This is an optimization exercise on Yosys and OpenROAD, whose aim is small area, a short achievable clock period and few clock cycles per item, not a production implementation. No functional check of the RTL was part of any run shown here.

==> flow/design.v (outline; a module is shown in full before it is edited, if it fits) <==
// module cordic_final: 1460 lines
// module cf_fa: 4 lines
// module cf_ha: 4 lines
module cordic_final (
    input  wire        clk,
    input  wire        rst_n,
    input  wire        start,
    input  wire [31:0] x_in,
    input  wire        func_select,
    output wire        busy,
    output reg         done,
    output wire [32:0] result
);
  // ...
==> flow/run.sh <==
#!/bin/bash
# synth_recipe.tcl (not shown) runs the flow's synth.tcl, then flattens the netlist and writes it again
# the make line also repeats each setting of config.mk as NAME=value (left out here)
make -C /OpenROAD-flow-scripts/flow DESIGN_CONFIG=/design/flow/config.mk WORK_HOME=/design/flow/orfs CLKGATE_MAP_FILE= SYNTH_SCRIPT=/design/flow/synth_recipe.tcl finish
==> flow/config.mk <==
export PLATFORM = sky130hd
export DESIGN_NAME = cordic_final
export DESIGN_NICKNAME = cordic_final
export VERILOG_FILES = /design/flow/design.v
export SDC_FILE = /design/flow/constraint.sdc
export NUM_CORES = 4
export LEC_CHECK = 0
export CAP_MARGIN = 20
export CORE_MARGIN = 2
export CORE_UTILIZATION = 40
export SLEW_MARGIN = 20
==> flow/constraint.sdc <==
create_clock -name core_clock -period 12.0 [get_ports {clk}]
set_input_delay 2.4000 -clock core_clock [delete_from_list [all_inputs] [get_ports {clk}]]
set_output_delay 2.4000 -clock core_clock [all_outputs]
set_load 0.01 [all_outputs]
==> impl_metrics.ini, run 1 <==
[sta]
rsz_0062_raised_after_global_routing = false
post-route-worst-setup-slack_ns = 5.94
finalMaxSlewViolations = 0
report.final.setup_viol = 0

[yosys]
synth.area.top_cells = sky130_fd_sc_hd__dfxtp_1, sky130_fd_sc_hd__fa_1, sky130_fd_sc_hd__ha_1
sequential_area_share_after_synthesis_pct = 32.4

[die]
core_mm2 = 0.126
floorplan.die_area_mm2 = 0.129

[routing]
highest_layer = met4
routed-wl-met2_um = 52000

[placed_design]
io_buffer_count = 53
numPlacedInstances = 6721

[global_routing]
groute.usage.overall_pct = 17.4
antenna_found_initial = 3
gr-usage-met1_pct = 23.0
grt.overflow.total = 0

[cells_and_area]
num-fill-cells = 12000
layout_commonest_cell = sky130_fd_sc_hd__dfxtp_1
clock_area_share_pct = 5.84
area.sequential_mm2 = 0.0164
design.final.nets = 6014
drive_gt1_share_pct = 5.59

[critical_path]
path_cells = buf_4, clkinv_1, ha_1, inv_1, nor3_2, o311ai_1, a211oi_1, o21ai_1, nand2_4, inv_2, ha_1, a21oi_1, o21ai_1, a221oi_2, a311oi_2, or2_4, mux4_2, o21ai_2, and4_1, ha_1, a31oi_1, a31o_2
crit_path_frequent_cell = sky130_fd_sc_hd__ha_1
reg2reg_slack_ns = 5.94
critPathLaunch = z0r[15]$_DFF_P_
critical_path_class = reg -> reg

[job]
max-cap-violations = 0

[status]
run_status = complete, no violations

[clock_network]
post_cts_resize_count = 0
==> run 2: changes to the inputs <==
--- a/flow/design.v
+++ b/flow/design.v
@@ -165,115 +165,85 @@
     reg [14:0] xq;
     always @(posedge clk) xq <= xt;
     reg [15:0] yq;
     always @(posedge clk) yq <= yt;
     wire signed [15:0] ysh5 = $signed(yq) >>> 5;
     wire [15:0] xsh5 = {1'b0, xq} >> 5;
     wire [15:0] xn6 = {1'b0, xq} + (ysh5 ^ {16{~dq[10]}}) + {15'd0, ~dq[10]};
     wire [15:0] yn6 = yq + (xsh5 ^ {16{~dq[10]}}) + {15'd0, ~dq[10]};
-    reg [14:0] xs6;
-    always @(posedge clk) xs6 <= xn6[14:0];
-    reg [15:0] ys6;
-    always @(posedge clk) ys6 <= yn6;
-    reg [10:0] dq_p4;
-    always @(posedge clk) dq_p4 <= dq;
-    wire signed [15:0] ysh6 = $signed(ys6) >>> 6;
-    wire [15:0] xsh6 = {1'b0, xs6} >> 6;
-    wire [15:0] xn7 = {1'b0, xs6} + (ysh6 ^ {16{~dq_p4[9]}}) + {15'd0, ~dq_p4[9]};
-    wire [15:0] yn7 = ys6 + (xsh6 ^ {16{~dq_p4[9]}}) + {15'd0, ~dq_p4[9]};
+    wire signed [15:0] ysh6 = $signed(yn6) >>> 6;
+    wire [15:0] xsh6 = {1'b0, xn6[14:0]} >> 6;
+    wire [15:0] xn7 = {1'b0, xn6[14:0]} + (ysh6 ^ {16{~dq[9]}}) + {15'd0, ~dq[9]};
+    wire [15:0] yn7 = yn6 + (xsh6 ^ {16{~dq[9]}}) + {15'd0, ~dq[9]};
     reg [14:0] xs7;
     always @(posedge clk) xs7 <= xn7[14:0];
     reg [15:0] ys7;
     always @(posedge clk) ys7 <= yn7;
-    reg [10:0] dq_p5;
-    always @(posedge clk) dq_p5 <= dq_p4;
+    reg [10:0] dq_p4;
+    always @(posedge clk) dq_p4 <= dq;
     wire signed [15:0] ysh7 = $signed(ys7) >>> 7;
     wire [15:0] xsh7 = {1'b0, xs7} >> 7;
-    wire [15:0] xn8 = {1'b0, xs7} + (ysh7 ^ {16{~dq_p5[8]}}) + {15'd0, ~dq_p5[8]};
-    wire [15:0] yn8 = ys7 + (xsh7 ^ {16{~dq_p5[8]}}) + {15'd0, ~dq_p5[8]};
-    reg [14:0] xs8;
-    always @(posedge clk) xs8 <= xn8[14:0];
-    reg [15:0] ys8;
-    always @(posedge clk) ys8 <= yn8;
-    reg [10:0] dq_p6;
-    always @(posedge clk) dq_p6 <= dq_p5;
-    wire signed [15:0] ysh8 = $signed(ys8) >>> 8;
-    wire [15:0] xsh8 = {1'b0, xs8} >> 8;
-    wire [15:0] xn9 = {1'b0, xs8} + (ysh8 ^ {16{~dq_p6[7]}}) + {15'd0, ~dq_p6[7]};
-    wire [15:0] yn9 = ys8 + (xsh8 ^ {16{~dq_p6[7]}}) + {15'd0, ~dq_p6[7]};
+    wire [15:0] xn8 = {1'b0, xs7} + (ysh7 ^ {16{~dq_p4[8]}}) + {15'd0, ~dq_p4[8]};
+    wire [15:0] yn8 = ys7 + (xsh7 ^ {16{~dq_p4[8]}}) + {15'd0, ~dq_p4[8]};
+    wire signed [15:0] ysh8 = $signed(yn8) >>> 8;
+    wire [15:0] xsh8 = {1'b0, xn8[14:0]} >> 8;
+    wire [15:0] xn9 = {1'b0, xn8[14:0]} + (ysh8 ^ {16{~dq_p4[7]}}) + {15'd0, ~dq_p4[7]};
+    wire [15:0] yn9 = yn8 + (xsh8 ^ {16{~dq_p4[7]}}) + {15'd0, ~dq_p4[7]};
     reg [14:0] xs9;
     always @(posedge clk) xs9 <= xn9[14:0];
     reg [15:0] ys9;
     always @(posedge clk) ys9 <= yn9;
-    reg [10:0] dq_p7;
-    always @(posedge clk) dq_p7 <= dq_p6;
+    reg [10:0] dq_p5;
+    always @(posedge clk) dq_p5 <= dq_p4;
     wire signed [15:0] ysh9 = $signed(ys9) >>> 9;
     wire [15:0] xsh9 = {1'b0, xs9} >> 9;
-    wire [15:0] xn10 = {1'b0, xs9} + (ysh9 ^ {16{~dq_p7[6]}}) + {15'd0, ~dq_p7[6]};
-    wire [15:0] yn10 = ys9 + (xsh9 ^ {16{~dq_p7[6]}}) + {15'd0, ~dq_p7[6]};
-    reg [14:0] xs10;
-    always @(posedge clk) xs10 <= xn10[14:0];
-    reg [15:0] ys10;
-    always @(posedge clk) ys10 <= yn10;
-    reg [10:0] dq_p8;
-    always @(posedge clk) dq_p8 <= dq_p7;
-    wire signed [15:0] ysh10 = $signed(ys10) >>> 10;
-    wire [15:0] xsh10 = {1'b0, xs10} >> 10;
-    wire [15:0] xn11 = {1'b0, xs10} + (ysh10 ^ {16{~dq_p8[5]}}) + {15'd0, ~dq_p8[5]};
-    wire [15:0] yn11 = ys10 + (xsh10 ^ {16{~dq_p8[5]}}) + {15'd0, ~dq_p8[5]};
+    wire [15:0] xn10 = {1'b0, xs9} + (ysh9 ^ {16{~dq_p5[6]}}) + {15'd0, ~dq_p5[6]};
+    wire [15:0] yn10 = ys9 + (xsh9 ^ {16{~dq_p5[6]}}) + {15'd0, ~dq_p5[6]};
+    wire signed [15:0] ysh10 = $signed(yn10) >>> 10;
+    wire [15:0] xsh10 = {1'b0, xn10[14:0]} >> 10;
+    wire [15:0] xn11 = {1'b0, xn10[14:0]} + (ysh10 ^ {16{~dq_p5[5]}}) + {15'd0, ~dq_p5[5]};
+    wire [15:0] yn11 = yn10 + (xsh10 ^ {16{~dq_p5[5]}}) + {15'd0, ~dq_p5[5]};
     reg [14:0] xs11;
     always @(posedge clk) xs11 <= xn11[14:0];
     reg [15:0] ys11;
     always @(posedge clk) ys11 <= yn11;
-    reg [10:0] dq_p9;
-    always @(posedge clk) dq_p9 <= dq_p8;
+    reg [10:0] dq_p6;
+    always @(posedge clk) dq_p6 <= dq_p5;
     wire signed [15:0] ysh11 = $signed(ys11) >>> 11;
     wire [15:0] xsh11 = {1'b0, xs11} >> 11;
-    wire [15:0] xn12 = {1'b0, xs11} + (ysh11 ^ {16{~dq_p9[4]}}) + {15'd0, ~dq_p9[4]};
-    wire [15:0] yn12 = ys11 + (xsh11 ^ {16{~dq_p9[4]}}) + {15'd0, ~dq_p9[4]};
-    reg [14:0] xs12;
-    always @(posedge clk) xs12 <= xn12[14:0];
-    reg [15:0] ys12;
-    always @(posedge clk) ys12 <= yn12;
-    reg [10:0] dq_p10;
-    always @(posedge clk) dq_p10 <= dq_p9;
-    wire signed [15:0] ysh12 = $signed(ys12) >>> 12;
-    wire [15:0] xsh12 = {1'b0, xs12} >> 12;
-    wire [15:0] xn13 = {1'b0, xs12} + (ysh12 ^ {16{~dq_p10[3]}}) + {15'd0, ~dq_p10[3]};
-    wire [15:0] yn13 = ys12 + (xsh12 ^ {16{~dq_p10[3]}}) + {15'd0, ~dq_p10[3]};
+    wire [15:0] xn12 = {1'b0, xs11} + (ysh11 ^ {16{~dq_p6[4]}}) + {15'd0, ~dq_p6[4]};
+    wire [15:0] yn12 = ys11 + (xsh11 ^ {16{~dq_p6[4]}}) + {15'd0, ~dq_p6[4]};
+    wire signed [15:0] ysh12 = $signed(yn12) >>> 12;
+    wire [15:0] xsh12 = {1'b0, xn12[14:0]} >> 12;
+    wire [15:0] xn13 = {1'b0, xn12[14:0]} + (ysh12 ^ {16{~dq_p6[3]}}) + {15'd0, ~dq_p6[3]};
+    wire [15:0] yn13 = yn12 + (xsh12 ^ {16{~dq_p6[3]}}) + {15'd0, ~dq_p6[3]};
     reg [14:0] xs13;
     always @(posedge clk) xs13 <= xn13[14:0];
     reg [15:0] ys13;
     always @(posedge clk) ys13 <= yn13;
-    reg [10:0] dq_p11;
-    always @(posedge clk) dq_p11 <= dq_p10;
+    reg [10:0] dq_p7;
+    always @(posedge clk) dq_p7 <= dq_p6;
     wire signed [15:0] ysh13 = $signed(ys13) >>> 13;
     wire [15:0] xsh13 = {1'b0, xs13} >> 13;
-    wire [15:0] xn14 = {1'b0, xs13} + (ysh13 ^ {16{~dq_p11[2]}}) + {15'd0, ~dq_p11[2]};
-    wire [15:0] yn14 = ys13 + (xsh13 ^ {16{~dq_p11[2]}}) + {15'd0, ~dq_p11[2]};
-    reg [14:0] xs14;
-    always @(posedge clk) xs14 <= xn14[14:0];
-    reg [15:0] ys14;
-    always @(posedge clk) ys14 <= yn14;
-    reg [10:0] dq_p12;
-    always @(posedge clk) dq_p12 <= dq_p11;
-    wire signed [15:0] ysh14 = $signed(ys14) >>> 13;
-    wire [15:0] xsh14 = {1'b0, xs14} >> 13;
-    wire [15:0] xn15 = {1'b0, xs14} + (ysh14 ^ {16{~dq_p12[1]}}) + {15'd0, ~dq_p12[1]};
-    wire [15:0] yn15 = ys14 + (xsh14 ^ {16{~dq_p12[1]}}) + {15'd0, ~dq_p12[1]};
+    wire [15:0] xn14 = {1'b0, xs13} + (ysh13 ^ {16{~dq_p7[2]}}) + {15'd0, ~dq_p7[2]};
+    wire [15:0] yn14 = ys13 + (xsh13 ^ {16{~dq_p7[2]}}) + {15'd0, ~dq_p7[2]};
+    wire signed [15:0] ysh14 = $signed(yn14) >>> 13;
+    wire [15:0] xsh14 = {1'b0, xn14[14:0]} >> 13;
+    wire [15:0] xn15 = {1'b0, xn14[14:0]} + (ysh14 ^ {16{~dq_p7[1]}}) + {15'd0, ~dq_p7[1]};
+    wire [15:0] yn15 = yn14 + (xsh14 ^ {16{~dq_p7[1]}}) + {15'd0, ~dq_p7[1]};
     reg [14:0] xs15;
     always @(posedge clk) xs15 <= xn15[14:0];
     reg [15:0] ys15;
     always @(posedge clk) ys15 <= yn15;
-    reg [10:0] dq_p13;
-    always @(posedge clk) dq_p13 <= dq_p12;
+    reg [10:0] dq_p8;
+    always @(posedge clk) dq_p8 <= dq_p7;
     wire signed [15:0] ysh15 = $signed(ys15) >>> 14;
     wire [15:0] xsh15 = {1'b0, xs15} >> 14;
-    wire [15:0] yn16 = ys15 + (xsh15 ^ {16{~dq_p13[0]}}) + {15'd0, ~dq_p13[0]};
+    wire [15:0] yn16 = ys15 + (xsh15 ^ {16{~dq_p8[0]}}) + {15'd0, ~dq_p8[0]};
     reg [15:0] ys16;
     always @(posedge clk) ys16 <= yn16;
     wire zs = z0r[15];
     wire [14:0] zv = z0r[14:0] ^ {15{zs}};
     wire sq_1 = zv[0] & zv[1];
     wire sq_2 = zv[0] & zv[2];
     wire sq_3 = zv[0] & zv[3];
     wire sq_4 = zv[0] & zv[4];
@@ -598,21 +568,17 @@
     wire sq_247s, sq_247c;
     cf_fa u_sq_247 (.a(sq_217c), .b(sq_218), .c(sq_112), .s(sq_247s), .co(sq_247c));
     wire sq_248s, sq_248c;
     cf_fa u_sq_248 (.a(sq_219), .b(sq_220), .c(zv[13]), .s(sq_248s), .co(sq_248c));
     wire sq_249 = sq_221 ^ sq_116;
     wire sq_250 = sq_221 & sq_116;
     wire sq_251 = sq_118 ^ zv[14];
     wire sq_252 = sq_118 & zv[14];
-    reg [30:0] sqa;
-    always @(posedge clk) sqa <= {1'b0, sq_252, sq_250, sq_248c, sq_247c, sq_246c, sq_245c, sq_244c, sq_243c, sq_242c, sq_241c, sq_240c, sq_239c, sq_238c, sq_237c, sq_236c, sq_235c, sq_234c, sq_233c, sq_232c, sq_231c, sq_230c, sq_229c, sq_228c, sq_227c, sq_226c, sq_225, sq_223, sq_222, sq_15, zv[0]};
-    reg [30:0] sqb;
-    always @(posedge clk) sqb <= {1'b0, 1'b0, sq_251, sq_249, sq_248s, sq_247s, sq_246s, sq_245s, sq_244s, sq_243s, sq_242s, sq_241s, sq_240s, sq_239s, sq_238s, sq_237s, sq_236s, sq_235s, sq_234s, sq_233s, sq_232s, sq_231s, sq_230s, sq_229s, sq_228s, sq_227s, sq_226s, sq_224, sq_29, 1'b0, zs};
-    wire [30:0] S = sqa + sqb;
+    wire [30:0] S = {1'b0, sq_252, sq_250, sq_248c, sq_247c, sq_246c, sq_245c, sq_244c, sq_243c, sq_242c, sq_241c, sq_240c, sq_239c, sq_238c, sq_237c, sq_236c, sq_235c, sq_234c, sq_233c, sq_232c, sq_231c, sq_230c, sq_229c, sq_228c, sq_227c, sq_226c, sq_225, sq_223, sq_222, sq_15, zv[0]} + {1'b0, 1'b0, sq_251, sq_249, sq_248s, sq_247s, sq_246s, sq_245s, sq_244s, sq_243s, sq_242s, sq_241s, sq_240s, sq_239s, sq_238s, sq_237s, sq_236s, sq_235s, sq_234s, sq_233s, sq_232s, sq_231s, sq_230s, sq_229s, sq_228s, sq_227s, sq_226s, sq_224, sq_29, 1'b0, zs};
     reg [30:0] Sr;
     always @(posedge clk) Sr <= S;
     wire cm_1 = ~Sr[0];
     wire cm_2 = ~Sr[1];
     wire cm_3 = ~Sr[2];
     wire cm_4 = ~Sr[3];
     wire cm_5 = ~Sr[4];
     wire cm_6 = ~Sr[5];
@@ -962,65 +928,47 @@
     wire cm_221 = cm_179 | cm_180;
     wire cm_222 = ~(cm_181 ^ cm_182);
     wire cm_223 = cm_181 | cm_182;
     wire cm_224 = ~(cm_183 ^ Sr[30]);
     wire cm_225 = cm_183 | Sr[30];
     wire [42:0] V = {cm_223, cm_221, cm_219c, cm_218, cm_216, cm_214c, cm_213c, cm_212c, cm_211c, cm_210c, cm_209c, cm_208c, cm_207c, cm_206c, cm_205c, cm_204c, cm_203c, cm_202c, cm_201c, cm_200c, cm_199c, cm_198c, cm_197c, cm_196c, cm_195c, cm_194c, cm_193c, cm_192c, cm_191c, cm_190c, cm_189c, cm_188, cm_186c, cm_185, cm_184, 1'b0, 1'b0, 1'b0, 1'b0, 1'b0, 1'b0, 1'b0, 1'b0} + {cm_224, cm_222, cm_220, cm_219s, cm_217, cm_215, cm_214s, cm_213s, cm_212s, cm_211s, cm_210s, cm_209s, cm_208s, cm_207s, cm_206s, cm_205s, cm_204s, cm_203s, cm_202s, cm_201s, cm_200s, cm_199s, cm_198s, cm_197s, cm_196s, cm_195s, cm_194s, cm_193s, cm_192s, cm_191s, cm_190s, cm_189s, cm_187, cm_186s, 1'b1, 1'b0, 1'b0, 1'b0, 1'b0, 1'b0, 1'b0, 1'b0, 1'b0};
     reg [14:0] cf;
     always @(posedge clk) cf <= V[42:28];
+    reg [14:0] cf_p4;
+    always @(posedge clk) cf_p4 <= cf;
     reg [14:0] cf_p5;
-    always @(posedge clk) cf_p5 <= cf;
+    always @(posedge clk) cf_p5 <= cf_p4;
     reg [14:0] cf_p6;
     always @(posedge clk) cf_p6 <= cf_p5;
     reg [14:0] cf_p7;
     always @(posedge clk) cf_p7 <= cf_p6;
     reg [14:0] cf_p8;
     always @(posedge clk) cf_p8 <= cf_p7;
     reg [14:0] cf_p9;
     always @(posedge clk) cf_p9 <= cf_p8;
-    reg [14:0] cf_p10;
-    always @(posedge clk) cf_p10 <= cf_p9;
-    reg [14:0] cf_p11;
-    always @(posedge clk) cf_p11 <= cf_p10;
-    reg [14:0] cf_p12;
-    always @(posedge clk) cf_p12 <= cf_p11;
-    reg [14:0] cf_p13;
-    always @(posedge clk) cf_p13 <= cf_p12;
-    reg [14:0] cf_p14;
-    always @(posedge clk) cf_p14 <= cf_p13;
     reg [0:0] fsr_p2;
     always @(posedge clk) fsr_p2 <= fsr;
     reg [0:0] fsr_p3;
     always @(posedge clk) fsr_p3 <= fsr_p2;
     reg [0:0] fsr_p4;
     always @(posedge clk) fsr_p4 <= fsr_p3;
     reg [0:0] fsr_p5;
     always @(posedge clk) fsr_p5 <= fsr_p4;
     reg [0:0] fsr_p6;
     always @(posedge clk) fsr_p6 <= fsr_p5;
     reg [0:0] fsr_p7;
     always @(posedge clk) fsr_p7 <= fsr_p6;
     reg [0:0] fsr_p8;
     always @(posedge clk) fsr_p8 <= fsr_p7;
     reg [0:0] fsr_p9;
     always @(posedge clk) fsr_p9 <= fsr_p8;
-    reg [0:0] fsr_p10;
-    always @(posedge clk) fsr_p10 <= fsr_p9;
-    reg [0:0] fsr_p11;
-    always @(posedge clk) fsr_p11 <= fsr_p10;
-    reg [0:0] fsr_p12;
-    always @(posedge clk) fsr_p12 <= fsr_p11;
-    reg [0:0] fsr_p13;
-    always @(posedge clk) fsr_p13 <= fsr_p12;
-    reg [0:0] fsr_p14;
-    always @(posedge clk) fsr_p14 <= fsr_p13;
-    wire mu_1 = cf_p14[0] ^ 1'b0;
-    wire mu_2 = (cf_p14[1] & ~cf_p14[0] & ~1'b0) | (~cf_p14[1] & cf_p14[0] & 1'b0);
-    wire mu_3 = ~cf_p14[1];
+    wire mu_1 = cf_p9[0] ^ 1'b0;
+    wire mu_2 = (cf_p9[1] & ~cf_p9[0] & ~1'b0) | (~cf_p9[1] & cf_p9[0] & 1'b0);
+    wire mu_3 = ~cf_p9[1];
     wire mu_4 = (((mu_1 & ys16[0]) | (mu_2 & 1'b0)) ^ mu_3);
     wire mu_5 = (((mu_1 & ys16[1]) | (mu_2 & ys16[0])) ^ mu_3);
     wire mu_6 = (((mu_1 & ys16[2]) | (mu_2 & ys16[1])) ^ mu_3);
     wire mu_7 = (((mu_1 & ys16[3]) | (mu_2 & ys16[2])) ^ mu_3);
     wire mu_8 = (((mu_1 & ys16[4]) | (mu_2 & ys16[3])) ^ mu_3);
     wire mu_9 = (((mu_1 & ys16[5]) | (mu_2 & ys16[4])) ^ mu_3);
     wire mu_10 = (((mu_1 & ys16[6]) | (mu_2 & ys16[5])) ^ mu_3);
     wire mu_11 = (((mu_1 & ys16[7]) | (mu_2 & ys16[6])) ^ mu_3);
@@ -1029,19 +977,19 @@
     wire mu_14 = (((mu_1 & ys16[10]) | (mu_2 & ys16[9])) ^ mu_3);
     wire mu_15 = (((mu_1 & ys16[11]) | (mu_2 & ys16[10])) ^ mu_3);
     wire mu_16 = (((mu_1 & ys16[12]) | (mu_2 & ys16[11])) ^ mu_3);
     wire mu_17 = (((mu_1 & ys16[13]) | (mu_2 & ys16[12])) ^ mu_3);
     wire mu_18 = (((mu_1 & ys16[14]) | (mu_2 & ys16[13])) ^ mu_3);
     wire mu_19 = (((mu_1 & ys16[15]) | (mu_2 & ys16[14])) ^ mu_3);
     wire mu_20 = (((mu_1 & ys16[15]) | (mu_2 & ys16[15])) ^ mu_3);
     wire mu_21 = ~mu_20;
-    wire mu_22 = cf_p14[2] ^ cf_p14[1];
-    wire mu_23 = (cf_p14[3] & ~cf_p14[2] & ~cf_p14[1]) | (~cf_p14[3] & cf_p14[2] & cf_p14[1]);
-    wire mu_24 = ~cf_p14[3];
+    wire mu_22 = cf_p9[2] ^ cf_p9[1];
+    wire mu_23 = (cf_p9[3] & ~cf_p9[2] & ~cf_p9[1]) | (~cf_p9[3] & cf_p9[2] & cf_p9[1]);
+    wire mu_24 = ~cf_p9[3];
     wire mu_25 = (((mu_22 & ys16[0]) | (mu_23 & 1'b0)) ^ mu_24);
     wire mu_26 = (((mu_22 & ys16[1]) | (mu_23 & ys16[0])) ^ mu_24);
     wire mu_27 = (((mu_22 & ys16[2]) | (mu_23 & ys16[1])) ^ mu_24);
     wire mu_28 = (((mu_22 & ys16[3]) | (mu_23 & ys16[2])) ^ mu_24);
     wire mu_29 = (((mu_22 & ys16[4]) | (mu_23 & ys16[3])) ^ mu_24);
     wire mu_30 = (((mu_22 & ys16[5]) | (mu_23 & ys16[4])) ^ mu_24);
     wire mu_31 = (((mu_22 & ys16[6]) | (mu_23 & ys16[5])) ^ mu_24);
     wire mu_32 = (((mu_22 & ys16[7]) | (mu_23 & ys16[6])) ^ mu_24);
@@ -1050,19 +998,19 @@
     wire mu_35 = (((mu_22 & ys16[10]) | (mu_23 & ys16[9])) ^ mu_24);
     wire mu_36 = (((mu_22 & ys16[11]) | (mu_23 & ys16[10])) ^ mu_24);
     wire mu_37 = (((mu_22 & ys16[12]) | (mu_23 & ys16[11])) ^ mu_24);
     wire mu_38 = (((mu_22 & ys16[13]) | (mu_23 & ys16[12])) ^ mu_24);
     wire mu_39 = (((mu_22 & ys16[14]) | (mu_23 & ys16[13])) ^ mu_24);
     wire mu_40 = (((mu_22 & ys16[15]) | (mu_23 & ys16[14])) ^ mu_24);
     wire mu_41 = (((mu_22 & ys16[15]) | (mu_23 & ys16[15])) ^ mu_24);
     wire mu_42 = ~mu_41;
-    wire mu_43 = cf_p14[4] ^ cf_p14[3];
-    wire mu_44 = (cf_p14[5] & ~cf_p14[4] & ~cf_p14[3]) | (~cf_p14[5] & cf_p14[4] & cf_p14[3]);
-    wire mu_45 = ~cf_p14[5];
+    wire mu_43 = cf_p9[4] ^ cf_p9[3];
+    wire mu_44 = (cf_p9[5] & ~cf_p9[4] & ~cf_p9[3]) | (~cf_p9[5] & cf_p9[4] & cf_p9[3]);
+    wire mu_45 = ~cf_p9[5];
     wire mu_46 = (((mu_43 & ys16[0]) | (mu_44 & 1'b0)) ^ mu_45);
     wire mu_47 = (((mu_43 & ys16[1]) | (mu_44 & ys16[0])) ^ mu_45);
     wire mu_48 = (((mu_43 & ys16[2]) | (mu_44 & ys16[1])) ^ mu_45);
     wire mu_49 = (((mu_43 & ys16[3]) | (mu_44 & ys16[2])) ^ mu_45);
     wire mu_50 = (((mu_43 & ys16[4]) | (mu_44 & ys16[3])) ^ mu_45);
     wire mu_51 = (((mu_43 & ys16[5]) | (mu_44 & ys16[4])) ^ mu_45);
     wire mu_52 = (((mu_43 & ys16[6]) | (mu_44 & ys16[5])) ^ mu_45);
     wire mu_53 = (((mu_43 & ys16[7]) | (mu_44 & ys16[6])) ^ mu_45);
@@ -1071,19 +1019,19 @@
     wire mu_56 = (((mu_43 & ys16[10]) | (mu_44 & ys16[9])) ^ mu_45);
     wire mu_57 = (((mu_43 & ys16[11]) | (mu_44 & ys16[10])) ^ mu_45);
     wire mu_58 = (((mu_43 & ys16[12]) | (mu_44 & ys16[11])) ^ mu_45);
     wire mu_59 = (((mu_43 & ys16[13]) | (mu_44 & ys16[12])) ^ mu_45);
     wire mu_60 = (((mu_43 & ys16[14]) | (mu_44 & ys16[13])) ^ mu_45);
     wire mu_61 = (((mu_43 & ys16[15]) | (mu_44 & ys16[14])) ^ mu_45);
     wire mu_62 = (((mu_43 & ys16[15]) | (mu_44 & ys16[15])) ^ mu_45);
     wire mu_63 = ~mu_62;
-    wire mu_64 = cf_p14[6] ^ cf_p14[5];
-    wire mu_65 = (cf_p14[7] & ~cf_p14[6] & ~cf_p14[5]) | (~cf_p14[7] & cf_p14[6] & cf_p14[5]);
-    wire mu_66 = ~cf_p14[7];
+    wire mu_64 = cf_p9[6] ^ cf_p9[5];
+    wire mu_65 = (cf_p9[7] & ~cf_p9[6] & ~cf_p9[5]) | (~cf_p9[7] & cf_p9[6] & cf_p9[5]);
+    wire mu_66 = ~cf_p9[7];
     wire mu_67 = (((mu_64 & ys16[0]) | (mu_65 & 1'b0)) ^ mu_66);
     wire mu_68 = (((mu_64 & ys16[1]) | (mu_65 & ys16[0])) ^ mu_66);
     wire mu_69 = (((mu_64 & ys16[2]) | (mu_65 & ys16[1])) ^ mu_66);
     wire mu_70 = (((mu_64 & ys16[3]) | (mu_65 & ys16[2])) ^ mu_66);
     wire mu_71 = (((mu_64 & ys16[4]) | (mu_65 & ys16[3])) ^ mu_66);
     wire mu_72 = (((mu_64 & ys16[5]) | (mu_65 & ys16[4])) ^ mu_66);
     wire mu_73 = (((mu_64 & ys16[6]) | (mu_65 & ys16[5])) ^ mu_66);
     wire mu_74 = (((mu_64 & ys16[7]) | (mu_65 & ys16[6])) ^ mu_66);
@@ -1092,19 +1040,19 @@
     wire mu_77 = (((mu_64 & ys16[10]) | (mu_65 & ys16[9])) ^ mu_66);
     wire mu_78 = (((mu_64 & ys16[11]) | (mu_65 & ys16[10])) ^ mu_66);
     wire mu_79 = (((mu_64 & ys16[12]) | (mu_65 & ys16[11])) ^ mu_66);
     wire mu_80 = (((mu_64 & ys16[13]) | (mu_65 & ys16[12])) ^ mu_66);
     wire mu_81 = (((mu_64 & ys16[14]) | (mu_65 & ys16[13])) ^ mu_66);
     wire mu_82 = (((mu_64 & ys16[15]) | (mu_65 & ys16[14])) ^ mu_66);
     wire mu_83 = (((mu_64 & ys16[15]) | (mu_65 & ys16[15])) ^ mu_66);
     wire mu_84 = ~mu_83;
-    wire mu_85 = cf_p14[8] ^ cf_p14[7];
-    wire mu_86 = (cf_p14[9] & ~cf_p14[8] & ~cf_p14[7]) | (~cf_p14[9] & cf_p14[8] & cf_p14[7]);
-    wire mu_87 = ~cf_p14[9];
+    wire mu_85 = cf_p9[8] ^ cf_p9[7];
+    wire mu_86 = (cf_p9[9] & ~cf_p9[8] & ~cf_p9[7]) | (~cf_p9[9] & cf_p9[8] & cf_p9[7]);
+    wire mu_87 = ~cf_p9[9];
     wire mu_88 = (((mu_85 & ys16[0]) | (mu_86 & 1'b0)) ^ mu_87);
     wire mu_89 = (((mu_85 & ys16[1]) | (mu_86 & ys16[0])) ^ mu_87);
     wire mu_90 = (((mu_85 & ys16[2]) | (mu_86 & ys16[1])) ^ mu_87);
     wire mu_91 = (((mu_85 & ys16[3]) | (mu_86 & ys16[2])) ^ mu_87);
     wire mu_92 = (((mu_85 & ys16[4]) | (mu_86 & ys16[3])) ^ mu_87);
     wire mu_93 = (((mu_85 & ys16[5]) | (mu_86 & ys16[4])) ^ mu_87);
     wire mu_94 = (((mu_85 & ys16[6]) | (mu_86 & ys16[5])) ^ mu_87);
     wire mu_95 = (((mu_85 & ys16[7]) | (mu_86 & ys16[6])) ^ mu_87);
@@ -1113,19 +1061,19 @@
     wire mu_98 = (((mu_85 & ys16[10]) | (mu_86 & ys16[9])) ^ mu_87);
     wire mu_99 = (((mu_85 & ys16[11]) | (mu_86 & ys16[10])) ^ mu_87);
     wire mu_100 = (((mu_85 & ys16[12]) | (mu_86 & ys16[11])) ^ mu_87);
     wire mu_101 = (((mu_85 & ys16[13]) | (mu_86 & ys16[12])) ^ mu_87);
     wire mu_102 = (((mu_85 & ys16[14]) | (mu_86 & ys16[13])) ^ mu_87);
     wire mu_103 = (((mu_85 & ys16[15]) | (mu_86 & ys16[14])) ^ mu_87);
     wire mu_104 = (((mu_85 & ys16[15]) | (mu_86 & ys16[15])) ^ mu_87);
     wire mu_105 = ~mu_104;
-    wire mu_106 = cf_p14[10] ^ cf_p14[9];
-    wire mu_107 = (cf_p14[11] & ~cf_p14[10] & ~cf_p14[9]) | (~cf_p14[11] & cf_p14[10] & cf_p14[9]);
-    wire mu_108 = ~cf_p14[11];
+    wire mu_106 = cf_p9[10] ^ cf_p9[9];
+    wire mu_107 = (cf_p9[11] & ~cf_p9[10] & ~cf_p9[9]) | (~cf_p9[11] & cf_p9[10] & cf_p9[9]);
+    wire mu_108 = ~cf_p9[11];
     wire mu_109 = (((mu_106 & ys16[0]) | (mu_107 & 1'b0)) ^ mu_108);
     wire mu_110 = (((mu_106 & ys16[1]) | (mu_107 & ys16[0])) ^ mu_108);
     wire mu_111 = (((mu_106 & ys16[2]) | (mu_107 & ys16[1])) ^ mu_108);
     wire mu_112 = (((mu_106 & ys16[3]) | (mu_107 & ys16[2])) ^ mu_108);
     wire mu_113 = (((mu_106 & ys16[4]) | (mu_107 & ys16[3])) ^ mu_108);
     wire mu_114 = (((mu_106 & ys16[5]) | (mu_107 & ys16[4])) ^ mu_108);
     wire mu_115 = (((mu_106 & ys16[6]) | (mu_107 & ys16[5])) ^ mu_108);
     wire mu_116 = (((mu_106 & ys16[7]) | (mu_107 & ys16[6])) ^ mu_108);
@@ -1134,19 +1082,19 @@
     wire mu_119 = (((mu_106 & ys16[10]) | (mu_107 & ys16[9])) ^ mu_108);
     wire mu_120 = (((mu_106 & ys16[11]) | (mu_107 & ys16[10])) ^ mu_108);
     wire mu_121 = (((mu_106 & ys16[12]) | (mu_107 & ys16[11])) ^ mu_108);
     wire mu_122 = (((mu_106 & ys16[13]) | (mu_107 & ys16[12])) ^ mu_108);
     wire mu_123 = (((mu_106 & ys16[14]) | (mu_107 & ys16[13])) ^ mu_108);
     wire mu_124 = (((mu_106 & ys16[15]) | (mu_107 & ys16[14])) ^ mu_108);
     wire mu_125 = (((mu_106 & ys16[15]) | (mu_107 & ys16[15])) ^ mu_108);
     wire mu_126 = ~mu_125;
-    wire mu_127 = cf_p14[12] ^ cf_p14[11];
-    wire mu_128 = (cf_p14[13] & ~cf_p14[12] & ~cf_p14[11]) | (~cf_p14[13] & cf_p14[12] & cf_p14[11]);
-    wire mu_129 = ~cf_p14[13];
+    wire mu_127 = cf_p9[12] ^ cf_p9[11];
+    wire mu_128 = (cf_p9[13] & ~cf_p9[12] & ~cf_p9[11]) | (~cf_p9[13] & cf_p9[12] & cf_p9[11]);
+    wire mu_129 = ~cf_p9[13];
     wire mu_130 = (((mu_127 & ys16[0]) | (mu_128 & 1'b0)) ^ mu_129);
     wire mu_131 = (((mu_127 & ys16[1]) | (mu_128 & ys16[0])) ^ mu_129);
     wire mu_132 = (((mu_127 & ys16[2]) | (mu_128 & ys16[1])) ^ mu_129);
     wire mu_133 = (((mu_127 & ys16[3]) | (mu_128 & ys16[2])) ^ mu_129);
     wire mu_134 = (((mu_127 & ys16[4]) | (mu_128 & ys16[3])) ^ mu_129);
     wire mu_135 = (((mu_127 & ys16[5]) | (mu_128 & ys16[4])) ^ mu_129);
     wire mu_136 = (((mu_127 & ys16[6]) | (mu_128 & ys16[5])) ^ mu_129);
     wire mu_137 = (((mu_127 & ys16[7]) | (mu_128 & ys16[6])) ^ mu_129);
@@ -1155,18 +1103,18 @@
     wire mu_140 = (((mu_127 & ys16[10]) | (mu_128 & ys16[9])) ^ mu_129);
     wire mu_141 = (((mu_127 & ys16[11]) | (mu_128 & ys16[10])) ^ mu_129);
     wire mu_142 = (((mu_127 & ys16[12]) | (mu_128 & ys16[11])) ^ mu_129);
     wire mu_143 = (((mu_127 & ys16[13]) | (mu_128 & ys16[12])) ^ mu_129);
     wire mu_144 = (((mu_127 & ys16[14]) | (mu_128 & ys16[13])) ^ mu_129);
     wire mu_145 = (((mu_127 & ys16[15]) | (mu_128 & ys16[14])) ^ mu_129);
     wire mu_146 = (((mu_127 & ys16[15]) | (mu_128 & ys16[15])) ^ mu_129);
     wire mu_147 = ~mu_146;
-    wire mu_148 = cf_p14[14] ^ cf_p14[13];
-    wire mu_149 = (1'b0 & ~cf_p14[14] & ~cf_p14[13]) | (~1'b0 & cf_p14[14] & cf_p14[13]);
+    wire mu_148 = cf_p9[14] ^ cf_p9[13];
+    wire mu_149 = (1'b0 & ~cf_p9[14] & ~cf_p9[13]) | (~1'b0 & cf_p9[14] & cf_p9[13]);
     wire mu_150 = ~1'b0;
     wire mu_151 = (((mu_148 & ys16[0]) | (mu_149 & 1'b0)) ^ mu_150);
     wire mu_152 = (((mu_148 & ys16[1]) | (mu_149 & ys16[0])) ^ mu_150);
     wire mu_153 = (((mu_148 & ys16[2]) | (mu_149 & ys16[1])) ^ mu_150);
     wire mu_154 = (((mu_148 & ys16[3]) | (mu_149 & ys16[2])) ^ mu_150);
     wire mu_155 = (((mu_148 & ys16[4]) | (mu_149 & ys16[3])) ^ mu_150);
     wire mu_156 = (((mu_148 & ys16[5]) | (mu_149 & ys16[4])) ^ mu_150);
     wire mu_157 = (((mu_148 & ys16[6]) | (mu_149 & ys16[5])) ^ mu_150);
@@ -1177,17 +1125,17 @@
     wire mu_162 = (((mu_148 & ys16[11]) | (mu_149 & ys16[10])) ^ mu_150);
     wire mu_163 = (((mu_148 & ys16[12]) | (mu_149 & ys16[11])) ^ mu_150);
     wire mu_164 = (((mu_148 & ys16[13]) | (mu_149 & ys16[12])) ^ mu_150);
     wire mu_165 = (((mu_148 & ys16[14]) | (mu_149 & ys16[13])) ^ mu_150);
     wire mu_166 = (((mu_148 & ys16[15]) | (mu_149 & ys16[14])) ^ mu_150);
     wire mu_167 = (((mu_148 & ys16[15]) | (mu_149 & ys16[15])) ^ mu_150);
     wire mu_168 = ~mu_167;
     wire mu_169 = ~ys16[15];
-    wire mu_170 = ~fsr_p14;
+    wire mu_170 = ~fsr_p9;
     wire mu_171 = mu_18 ^ mu_37;
     wire mu_172 = mu_18 & mu_37;
     wire mu_173 = mu_19 ^ mu_38;
     wire mu_174 = mu_19 & mu_38;
     wire mu_175s, mu_175c;
     cf_fa u_mu_175 (.a(mu_21), .b(mu_39), .c(mu_58), .s(mu_175s), .co(mu_175c));
     wire mu_176 = mu_40 ^ mu_59;
     wire mu_177 = mu_40 & mu_59;
@@ -1436,31 +1384,25 @@
     wire mu_323s, mu_323c;
     cf_fa u_mu_323 (.a(mu_291c), .b(mu_292s), .c(ys16[12]), .s(mu_323s), .co(mu_323c));
     wire mu_324 = ~(mu_292c ^ mu_293s);
     wire mu_325 = mu_292c | mu_293s;
     wire mu_326s, mu_326c;
     cf_fa u_mu_326 (.a(mu_293c), .b(mu_294s), .c(mu_170), .s(mu_326s), .co(mu_326c));
     wire mu_327s, mu_327c;
     cf_fa u_mu_327 (.a(mu_294c), .b(mu_295), .c(mu_169), .s(mu_327s), .co(mu_327c));
-    reg [29:0] mra;
-    always @(posedge clk) mra <= {mu_326c, mu_325, mu_323c, mu_322c, mu_321c, mu_320c, mu_319c, mu_318c, mu_317c, mu_316c, mu_315c, mu_314c, mu_313c, mu_312c, mu_311c, mu_310c, mu_309c, mu_308c, mu_307c, mu_306c, mu_305c, mu_304c, mu_303c, mu_302c, mu_301c, mu_300, mu_298, mu_297, mu_5, mu_4};
-    reg [29:0] mrb;
-    always @(posedge clk) mrb <= {mu_327s, mu_326s, mu_324, mu_323s, mu_322s, mu_321s, mu_320s, mu_319s, mu_318s, mu_317s, mu_316s, mu_315s, mu_314s, mu_313s, mu_312s, mu_311s, mu_310s, mu_309s, mu_308s, mu_307s, mu_306s, mu_305s, mu_304s, mu_303s, mu_302s, mu_301s, mu_299, mu_24, 1'b0, mu_3};
-    reg [0:0] fsr_p15;
-    always @(posedge clk) fsr_p15 <= fsr_p14;
-    wire [29:0] fp = mra + mrb;
-    wire [14:0] rr = fsr_p15 ? fp[28:14] : fp[29:15];
+    wire [29:0] fp = {mu_326c, mu_325, mu_323c, mu_322c, mu_321c, mu_320c, mu_319c, mu_318c, mu_317c, mu_316c, mu_315c, mu_314c, mu_313c, mu_312c, mu_311c, mu_310c, mu_309c, mu_308c, mu_307c, mu_306c, mu_305c, mu_304c, mu_303c, mu_302c, mu_301c, mu_300, mu_298, mu_297, mu_5, mu_4} + {mu_327s, mu_326s, mu_324, mu_323s, mu_322s, mu_321s, mu_320s, mu_319s, mu_318s, mu_317s, mu_316s, mu_315s, mu_314s, mu_313s, mu_312s, mu_311s, mu_310s, mu_309s, mu_308s, mu_307s, mu_306s, mu_305s, mu_304s, mu_303s, mu_302s, mu_301s, mu_299, mu_24, 1'b0, mu_3};
+    wire [14:0] rr = fsr_p9 ? fp[28:14] : fp[29:15];
     reg [14:0] res;
     always @(posedge clk) res <= rr;
     assign result = {{18{res[14]}}, res};
-    reg [14:0] vq;
+    reg [8:0] vq;
     always @(posedge clk or negedge rst_n) begin
         if (!rst_n) begin vq <= 0; done <= 1'b0; end
-        else begin vq <= {vq[13:0], start}; done <= vq[14]; end
+        else begin vq <= {vq[7:0], start}; done <= vq[8]; end
     end
 endmodule
 (* keep_hierarchy = "yes" *)
 module cf_fa (input wire a, input wire b, input wire c, output wire s, output wire co);
     assign s = a ^ b ^ c;
     assign co = (a & b) | (a & c) | (b & c);
 endmodule
 (* keep_hierarchy = "yes" *)
==> run 2 against run 1 <==
  * Still clean on timing, DRC and antenna
  * First-iteration DRC count shrank 25%
  * Utilization shrank 0.73 points
  * Synthesized cell count shrank 7.2%
  * Wire length shrank 12%
  * Highest routed layer unchanged
==> impl_metrics.ini, run 2 <==
[sta]
rsz_0062_raised_after_global_routing = false
finalMaxSlewViolations = 0
timing.slew.headroom_pct = 21.7
post-route-worst-setup-slack_ns = 4.73
clock_skew_ns = 0.0369
final_min_period_over_clock_period_pct = 60.6
tightest_slew_ns = 1.17
report.final.setup_viol = 0
finalHoldViolCount = 0
finalSetupTns_ns = 0
finalCriticalPeriod_ns = 7.27
fmax_mhz = 137

[clock_network]
clock_tree.root_cell = sky130_fd_sc_hd__clkbuf_16
post_cts_resize_count = 0
clock_slew_at_reported_path_ffs_ns = 0.06
cts.repair_timing.setup_buffer_count = 0
cts.path.max_buffers = 3
number_of_buffers_inserted_during_clock_tree_synthesis = 51
clk_latency_ns = 0.63
clock_sink_count = 441
ctsHoldBuffers = 0
htreeDepth = 2
cts_tree = done

[yosys]
post-synth-top-area-cell = sky130_fd_sc_hd__dfxtp_1
synth-edff-count = 0
synthFlopType = sky130_fd_sc_hd__dfxtp_1
yosysMostFrequentCell = sky130_fd_sc_hd__ha_1
netlist_area_mm2 = 0.0427
synth_warnings = 1
post_synth_inst_count = 4842
async_flop_share_pct = 2.27
synth_largest_type_area_fraction_pct = 20.2
synth_commonest_cells = sky130_fd_sc_hd__ha_1, sky130_fd_sc_hd__dfxtp_1, sky130_fd_sc_hd__nor2_1, sky130_fd_sc_hd__a21oi_1, sky130_fd_sc_hd__fa_1
post_synth_num_cell_types = 99
synth.area.top_cells = sky130_fd_sc_hd__dfxtp_1, sky130_fd_sc_hd__fa_1, sky130_fd_sc_hd__ha_1
sequential_area_share_after_synthesis_pct = 20.8
ys_seq_elements = 441
synthesis.area_per_instance_um2 = 8.82

[global_routing]
grt_start_max_net_pins = 68
grt_pass1_vias = 32400
grt_pass1_wl_um = 164000
grt.overflow.total = 0
groute.usage.overall_pct = 18.0
antenna_found_initial = 0

[routing]
drtAntennaViolNets = 0
detailed_route_via_count = 33800
totalWireLength_um = 99600
route.detailed.wl_per_inst_um = 16.1
post_drt_via_cell_ratio = 5.45
post-route-drc-count = 0
drt_first_pass_iters = 6
1st_iter_drt_viols = 2185

[min_path]
hold_crit_endpoint = dq_p4[6]$_DFF_P_
holdPathStages = 0
hp-start = dq[6]$_SDFF_PN0_
hp-class = reg -> reg

[die]
core_mm2 = 0.106
floorplan.die.height_um = 331
die_width_um = 331
ioPinCount = 71
floorplan.die_area_mm2 = 0.109
row_count = 119
initial_core_util_pct = 40.5

[cells_and_area]
design.final.nets = 5613
layout-area-overhead-vs-synth_pct = 7.85
drive_gt1_share_pct = 4.26
n_antenna_cell = 0
layout_commonest_cell = sky130_fd_sc_hd__ha_1
num-fill-cells = 10300
layout_common_cells = sky130_fd_sc_hd__ha_1, sky130_fd_sc_hd__dfxtp_1, sky130_fd_sc_hd__nor2_1
area.sequential_mm2 = 0.00888
max_flop_register = Sr
multiInputGateArea_mm2 = 0.0319
largest_register_ffs = 30
layoutNonFillerInstCount = 6198

[placed_design]
gp_congestion = 0.930
numPlacedInstances = 6102
post-dp-hpwl_um = 76400
io_buffer_count = 53
dpl_worst_slack_ns = 4.82

[critical_path]
critical_path_class = reg -> reg
reg2reg_slack_ns = 4.73
critical_path_cell_count = 20
cp_data_required_time_ns = 12.50
critical_path.slowest_cell = sky130_fd_sc_hd__nor2_1
rr_startpoint = cf_p9[5]$_DFF_P_
start_kind = flop
worst-path-buf-inv = 2
worst-path-max-fanout = 60
path_cells = buf_4, clkinv_1, nor2_1, a22oi_1, o221ai_1, fa_1, fa_1, fa_1, fa_1, ha_1, nand3_1, nor2_1, a21oi_1, a21oi_1, o2111ai_1, a31oi_1, a21oi_2, o21ai_1, or3_1, and3_1
worstRegToRegCells = 20
crit_path_arrival_time_ns = 7.77
critPathCaptureType = flop
critical_path.max_stage_delay_ns = 0.77
path_delay_family = adder cells
reg2reg_to = res[14]$_DFF_P_
crit_path_frequent_cell = sky130_fd_sc_hd__fa_1

[status]
run_status = complete, no violations

[job]
max-cap-violations = 0
## run 2: cell type report
class,instances,area share [%]
multi-input combinational,3905,69.2
sequential,441,19.3
tap,1391,3.78
clock buffer,66,3.16
inverter,269,2.19
timing repair buffer,96,1.85
clock inverter,30,0.584
## run 2: logic make-up after synthesis
kind of cell	count (synthesis)	synth area share, %
other	2	0.0176
muxes	41	1.01
buffers and inverters	498	4.66
AOI/OAI and AO/OA	1368	21.2
adders and majority gates	855	30.6
xor gates and xnor gates	389	8.04
DFF	441	20.8
and+or+nand+nor	1248	13.7
## run 2: how the worst max path moves through the flow
| stage | startpoint | end | slack [ns] |
|---|---|---|---|
| 3_5_place_dp | ys16[7]$_DFF_P_ | res[14]$_DFF_P_ | 4.82 |
| 3_3_place_gp | ys16[7]$_DFF_P_ | res[14]$_DFF_P_ | 4.90 |
| 4_1_cts | ys16[7]$_DFF_P_ | res[14]$_DFF_P_ | 4.77 |
| 6_report | cf_p9[5]$_DFF_P_ | res[14]$_DFF_P_ | 4.73 |
| 5_1_grt | cf_p9[4]$_DFF_P_ | res[14]$_DFF_P_ | 4.31 |
| 2_1_floorplan | z0r[15]$_DFF_P_ | Sr[20]$_DFF_P_ | 5.97 |
## run 2: Yosys stat by module, one instance, submodules excluded
module | times used | area [µm²] | cells | flops+latches
cf_fa | 308 | 20.0 | 1 | 0
cordic_final | 1 | 36600 | 4534 | 441
## run 2: per-stage QoR
step                instance area [µm²]  utilization (%)  hold slack (ns)
floorplan                         42700                -            0.310
global placement                  44400             42.0            0.310
detailed placement                44400             42.0            0.312
CTS                               46100             43.6            0.298
global route                      46100             43.6            0.311
finish                            46100             43.6            0.304
## run 2: layer usage
layer	global-route usage, %	vias to the layer above	share of wire [%]
li1	-	17000	-
met1	24.6	15800	47
met2	30.1	753	46
met3	1.82	147	4.3
met4	5.36	0	2.5
met5	0	-	0

-- re-timing with driven ports --
How much do the figures lean on ideal ports? The routed layouts below were timed once more, with nothing changed but the port constraints. Step 1: set_driving_cell puts a clkbuf_16 on clk and a buf_2 on each other input, an assumption about the parent block. Step 2 times the ports against the registers' clock, not the clock port: input delays grow and output delays shrink by t, the midpoint of the rising clock arrivals with the driver on. Three values: ideal ports, drivers, drivers and shift; two values: the first two.
run | t (ns) | setup slack, ns | hold slack, ns
run 1 | 0.766 | 5.942 / 5.942 / 5.942 | 0.304 / 0.304 / 0.304
run 2 | 0.676 | 4.726 / 4.726 / 4.726 | 0.304 / 0.304 / 0.304
After both steps setup and hold are still met in every run listed.
